What follows belongs to an exercise in optimizing a design on an open flow for small area, a short achievable clock period and few clock cycles per item; a production flow would make more cautious choices. At most, simulation tests tie the RTL to the original design; equivalence was not proved.

// loop_compact
module loop_compact(
    input           clk,
    input           rst_n,
    input           input_valid_i,
    input [63:0]    input_block_index_i,
    input [63:0]    din,
    output          input_ready_o,
    output          output_valid_o,
    output [255:0]  dout
    );
export LEC_CHECK = 0
export ABC_AREA = 1
export CAP_MARGIN = 5
export CORE_MARGIN = 2
export CORE_UTILIZATION = 30
export CTS_CLUSTER_DIAMETER = 100
export CTS_CLUSTER_SIZE = 20
export SETUP_SLACK_MARGIN = 5
export SLEW_MARGIN = 5
create_clock -name core_clock -period 16.0 [get_ports {clk}]
standard.sh (not shown) runs the stock make flow with config.mk's settings and CLKGATE_MAP_FILE= SYNTH_SCRIPT=/design/flow/synth_recipe.tcl, a recipe that flattens the netlist after the stock synthesis.
==> flow/flow/run.sh <==
#!/bin/bash
# Layout: the standard flow (standard.sh, with its synthesis unchanged and
# the settings of config.mk), except that the port buffers are buf_1 cells
# instead of the delay buffers buffer_ports picks by default. The make output
# goes to standard_flow.log; ORFS keeps each step's log under orfs/logs/.
set -euo pipefail
bash standard.sh "BUFFER_PORTS_ARGS=-buffer_cell sky130_fd_sc_hd__buf_1" finish > standard_flow.log 2>&1
The baseline passed the timing, DRC and antenna checks.
Testbench counts at the start, summed over its fixed seeds: cycles 13,080, items 384.
Change:
==> flow/flow/run.sh (replaced) <==
#!/bin/bash
# Layout: the standard flow (standard.sh, with its synthesis unchanged and
# the settings of config.mk), with two changes to how the layout is made:
#  - the port buffers are buf_1 cells instead of the delay buffers that
#    buffer_ports picks by default (every port still gets its own buffer);
#  - clock tree synthesis clusters up to 20 sinks within 100 um per leaf
#    buffer and inserts no dummy loads.
# The make output goes to standard_flow.log; ORFS keeps each step's full log
# under orfs/logs/.
set -euo pipefail
bash standard.sh \
  "BUFFER_PORTS_ARGS=-buffer_cell sky130_fd_sc_hd__buf_1" \
  "CTS_ARGS=-sink_clustering_enable -repair_clock_nets -sink_clustering_size 16 -sink_clustering_max_diameter 80 -dont_use_dummy_load" \
  finish > standard_flow.log 2>&1
- CAP_MARGIN: 5 -> 20
- CTS_CLUSTER_DIAMETER: 100 -> default
- CTS_CLUSTER_SIZE: 20 -> default
- SLEW_MARGIN: 5 -> 20
Effect: The changed run went through all stages and came out clean; final cell count hardly moves; wire length climbs by 0.43%; maximum frequency decreases by 0.64%; final area goes down by 0.36%; register-to-register slack is worse by 0.07 ns; count of clock-buffer cells in the layout goes down by 2; worst setup slack gets worse by 0.072 ns; area after synthesis does not change; worst hold slack got worse by 0.020 ns; sequential cell count is unchanged.
Change:
--- a/flow/flow/run.sh
+++ b/flow/flow/run.sh
@@ -11,4 +11,4 @@
 bash standard.sh \
   "BUFFER_PORTS_ARGS=-buffer_cell sky130_fd_sc_hd__buf_1" \
-  "CTS_ARGS=-sink_clustering_enable -repair_clock_nets -sink_clustering_size 16 -sink_clustering_max_diameter 80 -dont_use_dummy_load" \
+  "CTS_ARGS=-sink_clustering_enable -repair_clock_nets -sink_clustering_size 25 -sink_clustering_max_diameter 100 -dont_use_dummy_load" \
   finish > standard_flow.log 2>&1
Effect: The changed run ran to the end with no violations; cell area shrinks by 1.0%; setup slack is better by 0.067 ns; routed wire length shrinks by 0.34%.
Change:
--- a/flow/flow/run.sh
+++ b/flow/flow/run.sh
@@ -11,4 +11,4 @@
 bash standard.sh \
   "BUFFER_PORTS_ARGS=-buffer_cell sky130_fd_sc_hd__buf_1" \
-  "CTS_ARGS=-sink_clustering_enable -repair_clock_nets -sink_clustering_size 25 -sink_clustering_max_diameter 100 -dont_use_dummy_load" \
+  "CTS_ARGS=-sink_clustering_enable -repair_clock_nets -sink_clustering_size 20 -sink_clustering_max_diameter 100 -dont_use_dummy_load" \
   finish > standard_flow.log 2>&1
After rerunning: Critical path depth rose by 9; sequential share of layout area goes up by 0.14 points; final cell count drops by 0.38%; via count barely changes; cell area shrinks by 0.35%; global-route usage stays flat; wire length is lower by 0.44%.
Change:
==> flow/run.sh (new file) <==
#!/bin/bash
# synth_recipe.tcl (not shown) runs the flow's synth.tcl, then flattens the netlist and writes it again
# the make line also repeats each setting of config.mk as NAME=value (left out here)
make -C /OpenROAD-flow-scripts/flow DESIGN_CONFIG=/design/flow/config.mk WORK_HOME=/design/flow/orfs CLKGATE_MAP_FILE= SYNTH_SCRIPT=/design/flow/synth_recipe.tcl finish
- CORE_UTILIZATION: 30 -> 45
removed: flow/flow/run.sh
removed: flow/standard.sh
What happened:
- global-route usage climbs by 12 points
- worst setup slack loses 0.19 ns
- sequential cell count is unchanged
- cell area climbs by a few percent
- final cell count drops by a little under a tenth
- wire length drops by a few percent
- worst hold slack loses 0.0080 ns
Change:
==> flow/flow/run.sh (new file) <==
#!/bin/bash
# Layout: the standard flow (standard.sh, with its synthesis unchanged and
# the settings of config.mk), except that the port buffers are buf_1 cells
# instead of the delay buffers buffer_ports picks by default. The make output
# goes to standard_flow.log; ORFS keeps each step's log under orfs/logs/.
set -euo pipefail
bash standard.sh "BUFFER_PORTS_ARGS=-buffer_cell sky130_fd_sc_hd__buf_1" finish > standard_flow.log 2>&1
==> flow/standard.sh (new file) <==
#!/bin/bash
# synth_recipe.tcl (not shown) runs the flow's synth.tcl, then flattens the netlist and writes it again
# the make line also repeats each setting of config.mk as NAME=value (left out here)
make -C /OpenROAD-flow-scripts/flow DESIGN_CONFIG=/design/flow/config.mk WORK_HOME=/design/flow/orfs CLKGATE_MAP_FILE= SYNTH_SCRIPT=/design/flow/synth_recipe.tcl "${@:-finish}"
- CORE_UTILIZATION: 45 -> 30
removed: flow/run.sh
Routed wire length increases by 4.7%.
Worst setup slack gets better by 0.20 ns.
Die area rises by 49%.


## the baseline
loop_compact, a different RTL version from the one above (not shown whole).
Size in the first run: roughly 6000 cells after synthesis, ~1100 flip-flops, roughly 390 I/O pins, roughly 0.059 mm2 of cells after synthesis.
## loop_compact
module loop_compact(
    input           clk,
    input           rst_n,
    input           input_valid_i,
    input [63:0]    input_block_index_i,
    input [63:0]    din,
    output          input_ready_o,
    output          output_valid_o,
    output [255:0]  dout
    );
    localparam [255:0] SM3_IV    = 256'h7380166f4914b2b9172442d7da8a0600a96f30bc163138aae38dee4db0fb0e4e;
    localparam [31:0]  SM3_T0    = 32'h79cc4519;
    localparam [31:0]  SM3_T1_16 = 32'h9d8a7a87;    
    function [31:0] rotl;
        input [31:0] x;
        input integer n;
        begin
            rotl = (x << n) | (x >> (32 - n));
        end
    endfunction
    function [31:0] p0;
        input [31:0] x;
        begin
            p0 = x ^ rotl(x, 9) ^ rotl(x, 17);
        end
    endfunction
    function [31:0] p1;
        input [31:0] x;
        begin
            p1 = x ^ rotl(x, 15) ^ rotl(x, 23);
        end
    endfunction
    function [31:0] add;
        input [31:0] x;
        input [31:0] y;
        reg   [31:0] g, p, gn, pn;
        integer d, k;
        begin
            g = x & y;
            p = x ^ y;
            for (d = 1; d < 32; d = d * 2) begin
                gn = g;
                pn = p;
                for (k = 0; k < 32; k = k + 1) begin
                    if ((k / d) % 2 == 1) begin
                        gn[k] = g[k] | (p[k] & g[(k/d)*d-1]);
                        pn[k] = p[k] & p[(k/d)*d-1];
                    end
                end
                g = gn;
                p = pn;
            end
            add = (x ^ y) ^ {g[30:0], 1'b0};
        end
    endfunction
    function [31:0] csa_s;
        input [31:0] x;
        input [31:0] y;
        input [31:0] z;
        begin
            csa_s = x ^ y ^ z;
        end
    endfunction
    function [31:0] csa_c;
        input [31:0] x;
        input [31:0] y;
        input [31:0] z;
        begin
            csa_c = {(x[30:0] & y[30:0]) | (x[30:0] & z[30:0]) | (y[30:0] & z[30:0]), 1'b0};
        end
    endfunction
    function [31:0] add3;
        input [31:0] x;
        input [31:0] y;
        input [31:0] z;
        begin
            add3 = add(csa_s(x, y, z), csa_c(x, y, z));
        end
    endfunction
    function [31:0] add4;
  ...
Settings: LEC_CHECK=0, CAP_MARGIN=20, CORE_MARGIN=2, CORE_UTILIZATION=30, SLEW_MARGIN=20; clock period 16.0 ns.
==> flow/flow/run.sh <==
#!/bin/bash
# Layout: the standard flow (standard.sh, unchanged synthesis), with
# buf_1 cells as the port buffers and timing repair aiming at 8 ns of slack.
set -euo pipefail
bash standard.sh "BUFFER_PORTS_ARGS=-buffer_cell sky130_fd_sc_hd__buf_1" SETUP_SLACK_MARGIN=8 finish > standard_flow.log 2>&1
Modified inputs, the candidate compared to the baseline
- putting SETUP_SLACK_MARGIN at 5 where nothing was set
- putting ABC_AREA at 1 where nothing was set
==> flow/run.sh (new file) <==
#!/bin/bash
# synth_recipe.tcl (not shown) runs the flow's synth.tcl, then flattens the netlist and writes it again
# the make line also repeats each setting of config.mk as NAME=value (left out here)
make -C /OpenROAD-flow-scripts/flow DESIGN_CONFIG=/design/flow/config.mk WORK_HOME=/design/flow/orfs CLKGATE_MAP_FILE= SYNTH_SCRIPT=/design/flow/synth_recipe.tcl finish
removed: flow/flow/run.sh
removed: flow/standard.sh
Results
Relative to the baseline, the candidate improves fmax.
From the baseline to the candidate the numbers moved as follows: post-detailed-placement cell area now larger, clock latency at the later pin of the worst-skew pair now larger.
No functional check of the RTL was part of any run of this note.

re-timing with driven ports:
Ports are ideal in the flow. The routed layouts listed here were re-timed in OpenROAD.
Step 1 assumes that a clkbuf_16 drives the clock port and a buf_2 every other input.
Step 2 moves the port delays by t, midway between the first and last clock arrival at a register: inputs arrive t later, outputs are due t later. That takes back most of the time a late clock gives input paths.
a / b / c = ideal / step 1 / step 2; a / b = the first two.
run | shift t [ns] | setup slack, ns | worst register clock-pin slew, ns | pins driven straight from the clock port
the first run of note 1 | 0.804 | 4.705 / 4.705 / 4.705 | 0.10 / 0.10 | 1
the second run of note 1 | 0.787 | 4.632 / 4.632 / 4.632 | 0.08 / 0.08 | 1
the third run of note 1 | 0.781 | 4.700 / 4.700 / 4.700 | 0.12 / 0.12 | 1
the fourth run of note 1 | 0.769 | 4.761 / 4.761 / 4.761 | 0.09 / 0.09 | 1
the fifth run of note 1 | 0.818 | 4.571 / 4.571 / 4.571 | 0.07 / 0.07 | 1
the sixth run of note 1 | 0.856 | 4.772 / 4.772 / 4.772 | 0.07 / 0.07 | 1
the baseline | 0.838 | 2.381 / 2.381 / 2.381 | 0.08 / 0.08 | 1
the candidate | 0.890 | 4.479 / 4.479 / 4.479 | 0.08 / 0.08 | 1
After both steps every run listed still meets setup and hold.
